Source: an optimization exercise on an open RTL-to-GDS flow (aim: small area, a short achievable clock period and few clock cycles per item). Production flows keep margins and buffers that such runs may drop.

==> flow/design.v (excerpt) <==
module Milestone1_convert (
	input  logic          Clock,
	input  logic          Resetn,
	input  logic          Enable,
	input  logic   [15:0] SRAM_read_data,
	input  logic          redo,
	output logic          SRAM_we_n,
	output logic   [17:0] SRAM_address,
	output logic   [15:0] SRAM_write_data,
	output logic          Finish
);
localparam logic [1:0] T_NONE = 2'd0, T_Y = 2'd1, T_U = 2'd2, T_V = 2'd3;
localparam logic [1:0] K_NONE = 2'd0, K_EVEN = 2'd1, K_ODD = 2'd2, K_HOLD = 2'd3;
localparam logic [2:0] I_NONE = 3'd0, I_HI = 3'd1, I_LO = 3'd2, I_REP = 3'd3, I_PORT = 3'd4;
logic        run;           
logic [3:0]  nph;           
logic [7:0]  nk;            
logic        nlead;         
logic [15:0] y_addr;        
logic [15:0] u_addr;        
logic [17:0] rgb_addr;      
logic [1:0]  tag_a, tag_b, tag_c;    
logic [1:0]  kind_a, kind_b;         
logic        c_even, c_odd, c_hold, c_firv, c_ldv, c_ldu, c_ph2;
logic [2:0]  c_ins_u, c_ins_v;
logic [7:0]  y_lo;                  
logic [7:0]  y_sel;                 
  ...
For scale: roughly 2200 cells after synthesis, ~440 flip-flops.
clock: 14.0 ns
lec_check: 0
cap_margin: 20
core_margin: 2
core_utilization: 40
slew_margin: 20
synth_hierarchical: 1
standard.sh (not shown) runs the stock make flow with config.mk's settings and CLKGATE_MAP_FILE= SYNTH_SCRIPT=/design/flow/synth_recipe.tcl, a recipe that flattens the netlist after the stock synthesis.
==> flow/flow/run.sh <==
#!/bin/bash
# Standard ORFS layout (standard.sh) with these changes in how it is made:
#  - the port buffers are buf_4 cells instead of the buffer ORFS picks
#  - clock tree: larger sink clusters, no dummy loads
#  - timing repair aims at a setup margin below the design's clock period
# The SDC, clock period and I/O constraints are the standard flow's, unchanged.
set -euo pipefail
bash standard.sh SETUP_SLACK_MARGIN=10.0 \
  "BUFFER_PORTS_ARGS=-buffer_cell sky130_fd_sc_hd__buf_4" \
  "CTS_ARGS=-sink_clustering_enable -repair_clock_nets -sink_clustering_size 36 -sink_clustering_max_diameter 70 -dont_use_dummy_load" \
  finish > orfs_make.log 2>&1
The starting point completed with no timing, DRC or antenna violations.
==> next run, changes <==
CORE_UTILIZATION = 60   (was 40)
The changed run finished clean.
Area after synthesis stays the same.
Wire length went down by 8.5%.
Sequential share of layout area went up by 0.73 points.
Worst setup slack is worse by 6.2 ps.
Clock skew went down by 22 ps.
Cell count went down by about 10%.
Count of clock-buffer cells in the layout went down by 2.
==> next run, changes <==
--- a/flow/flow/run.sh
+++ b/flow/flow/run.sh
@@ -6,5 +6,5 @@
 # The SDC, clock period and I/O constraints are the standard flow's, unchanged.
 set -euo pipefail
-bash standard.sh SETUP_SLACK_MARGIN=10.0 \
+bash standard.sh SETUP_SLACK_MARGIN=10.15 \
   "BUFFER_PORTS_ARGS=-buffer_cell sky130_fd_sc_hd__buf_4" \
   "CTS_ARGS=-sink_clustering_enable -repair_clock_nets -sink_clustering_size 36 -sink_clustering_max_diameter 70 -dont_use_dummy_load" \
CORE_UTILIZATION = 40   (was 60)
=> Area after synthesis stays the same. Global-route usage fell by 7.8 points. Wire length rose by a little under a tenth. Die area rose by well over a third. Final area rose by a few percent. Setup slack is better by 45 ps. Worst hold slack is worse by 20 ps. Clock skew fell by 18 ps.
No functional check of the RTL was part of any run of this note.

---

Milestone1_convert, a different RTL version from the one above (not shown whole).
Size: about 470 flip-flops, about 56 I/O pins, roughly 0.026 mm2 of cells after synthesis.
Settings: LEC_CHECK=0, CAP_MARGIN=20, CORE_MARGIN=2, CORE_UTILIZATION=40, SLEW_MARGIN=20, SYNTH_HIERARCHICAL=1; clock period 14.0 ns.
==> flow/flow/run.sh <==
#!/bin/bash
# Standard ORFS layout (standard.sh) with these changes in how it is made:
#  - the port buffers are buf_4 cells instead of the buffer ORFS picks
#  - clock tree: larger sink clusters, no dummy loads
#  - timing repair aims at a setup margin below the design's clock period
# The SDC, clock period and I/O constraints are the standard flow's, unchanged.
set -euo pipefail
bash standard.sh SETUP_SLACK_MARGIN=10.0 \
  "BUFFER_PORTS_ARGS=-buffer_cell sky130_fd_sc_hd__buf_4" \
  "CTS_ARGS=-sink_clustering_enable -repair_clock_nets -sink_clustering_size 36 -sink_clustering_max_diameter 70 -dont_use_dummy_load" \
  finish > orfs_make.log 2>&1
The starting point went through all stages and came out clean.
Then changed:
==> flow/flow/run.sh (replaced) <==
#!/bin/bash
# Standard ORFS layout (standard.sh) with two changes in how it is made:
#  - the port buffers are buf_4 cells instead of the buffer ORFS picks
#  - timing repair aims at a setup margin below the design's clock period
# The SDC, clock period and I/O constraints are the standard flow's, unchanged.
set -euo pipefail
bash standard.sh SETUP_SLACK_MARGIN=10.0 "BUFFER_PORTS_ARGS=-buffer_cell sky130_fd_sc_hd__buf_4" finish > orfs_make.log 2>&1
--- a/flow/config.mk
+++ b/flow/config.mk
@@ -10,0 +11,2 @@
+export CTS_CLUSTER_DIAMETER = 60
+export CTS_CLUSTER_SIZE = 24
Final area is higher by 2.5%.
Setup slack improved by 0.014 ns.
Routed wire length is higher by 0.71%.
Then changed:
==> flow/flow/run.sh (replaced) <==
#!/bin/bash
# Standard ORFS layout (standard.sh) with these changes in how it is made:
#  - the port buffers are buf_4 cells instead of the buffer ORFS picks
#  - clock tree: larger sink clusters, no dummy loads
#  - timing repair aims at a setup margin below the design's clock period
# The SDC, clock period and I/O constraints are the standard flow's, unchanged.
set -euo pipefail
bash standard.sh SETUP_SLACK_MARGIN=10.0 \
  "BUFFER_PORTS_ARGS=-buffer_cell sky130_fd_sc_hd__buf_4" \
  "CTS_ARGS=-sink_clustering_enable -repair_clock_nets -sink_clustering_size 36 -sink_clustering_max_diameter 70 -dont_use_dummy_load -wire_unit 40" \
  finish > orfs_make.log 2>&1
--- a/flow/config.mk
+++ b/flow/config.mk
@@ -11,2 +10,0 @@
-export CTS_CLUSTER_DIAMETER = 60
-export CTS_CLUSTER_SIZE = 24
=> Via count went down slightly. Sequential cell count does not change. Core utilization went down by 1.1 points. Non-clock buffer count does not change. Count of clock-buffer cells in the layout went down by 12. Final area went down by a few percent. Maximum frequency went down slightly. Global-route usage went down by 0.24 points.
Then changed:
--- a/flow/flow/run.sh
+++ b/flow/flow/run.sh
@@ -10 +10 @@
-  "CTS_ARGS=-sink_clustering_enable -repair_clock_nets -sink_clustering_size 36 -sink_clustering_max_diameter 70 -dont_use_dummy_load -wire_unit 40" \
+  "CTS_ARGS=-sink_clustering_enable -repair_clock_nets -sink_clustering_size 36 -sink_clustering_max_diameter 70 -dont_use_dummy_load" \
--- a/flow/config.mk
+++ b/flow/config.mk
@@ -10,0 +11 @@
+export GPL_TIMING_DRIVEN = 1
Register-to-register slack is about the same.
Global-route usage stays the same.
Die area stays the same.
Final cell count is unchanged.
Clock skew stays the same.
Hold slack does not change.
Then changed:
==> flow/flow/run.sh (replaced) <==
#!/bin/bash
# Standard ORFS layout (standard.sh) with two changes in how it is made:
#  - the port buffers are buf_4 cells instead of the buffer ORFS picks
#  - timing repair aims at a setup margin below the design's clock period
# The SDC, clock period and I/O constraints are the standard flow's, unchanged.
set -euo pipefail
bash standard.sh SETUP_SLACK_MARGIN=10.3 "BUFFER_PORTS_ARGS=-buffer_cell sky130_fd_sc_hd__buf_4" finish > orfs_make.log 2>&1
--- a/flow/config.mk
+++ b/flow/config.mk
@@ -11 +11,2 @@
-export GPL_TIMING_DRIVEN = 1
+export CTS_CLUSTER_DIAMETER = 70
+export CTS_CLUSTER_SIZE = 36
Result: Die area stays the same. Wire length rises by 1.6%. Worst setup slack degrades by 0.0063 ns. Final cell count rises by 1.8%.
No run of this note included a check of the RTL's function; only the layout flow was run.

-- what the ideal ports hide --
How much do the figures lean on ideal ports? The routed layouts below were timed once more, with nothing changed but the port constraints. Step 1 (the two cells are an assumption about what drives the block):
set clk [get_ports {Clock}]
set_driving_cell -lib_cell sky130_fd_sc_hd__clkbuf_16 $clk
set_driving_cell -lib_cell sky130_fd_sc_hd__buf_2 [delete_from_list [all_inputs] $clk]
Step 2 moves the port delays by t, midway between the first and last clock arrival at a register: inputs arrive t later, outputs are due t later. That takes back most of the time a late clock gives input paths. Three values: ideal, step 1, step 2; two values: the first two.
| run | t (ns) | setup WS [ns] | worst hold slack (ns) | worst register clock-pin slew, ns |
|---|---|---|---|---|
| the first run of note 1 | 0.641 | 10.053 / 9.992 / 10.075 | 0.333 / 0.333 / 0.333 | 0.12 / 0.12 |
| the second run of note 1 | 0.621 | 10.047 / 9.991 / 10.073 | 0.345 / 0.345 / 0.345 | 0.12 / 0.12 |
| the third run of note 1 | 0.637 | 10.092 / 10.034 / 10.107 | 0.325 / 0.325 / 0.325 | 0.12 / 0.12 |
| the first run of note 2 | 0.636 | 10.083 / 10.027 / 10.096 | 0.331 / 0.331 / 0.331 | 0.11 / 0.11 |
| the second run of note 2 | 0.630 | 10.097 / 10.038 / 10.140 | 0.331 / 0.331 / 0.331 | 0.09 / 0.09 |
| the third run of note 2 | 0.636 | 10.083 / 10.027 / 10.096 | 0.331 / 0.331 / 0.331 | 0.11 / 0.11 |
| the fourth run of note 2 | 0.636 | 10.083 / 10.027 / 10.096 | 0.331 / 0.331 / 0.331 | 0.11 / 0.11 |
| the fifth run of note 2 | 0.664 | 10.076 / 10.020 / 10.181 | 0.338 / 0.338 / 0.338 | 0.12 / 0.12 |
After both steps setup and hold are still met in every run listed.
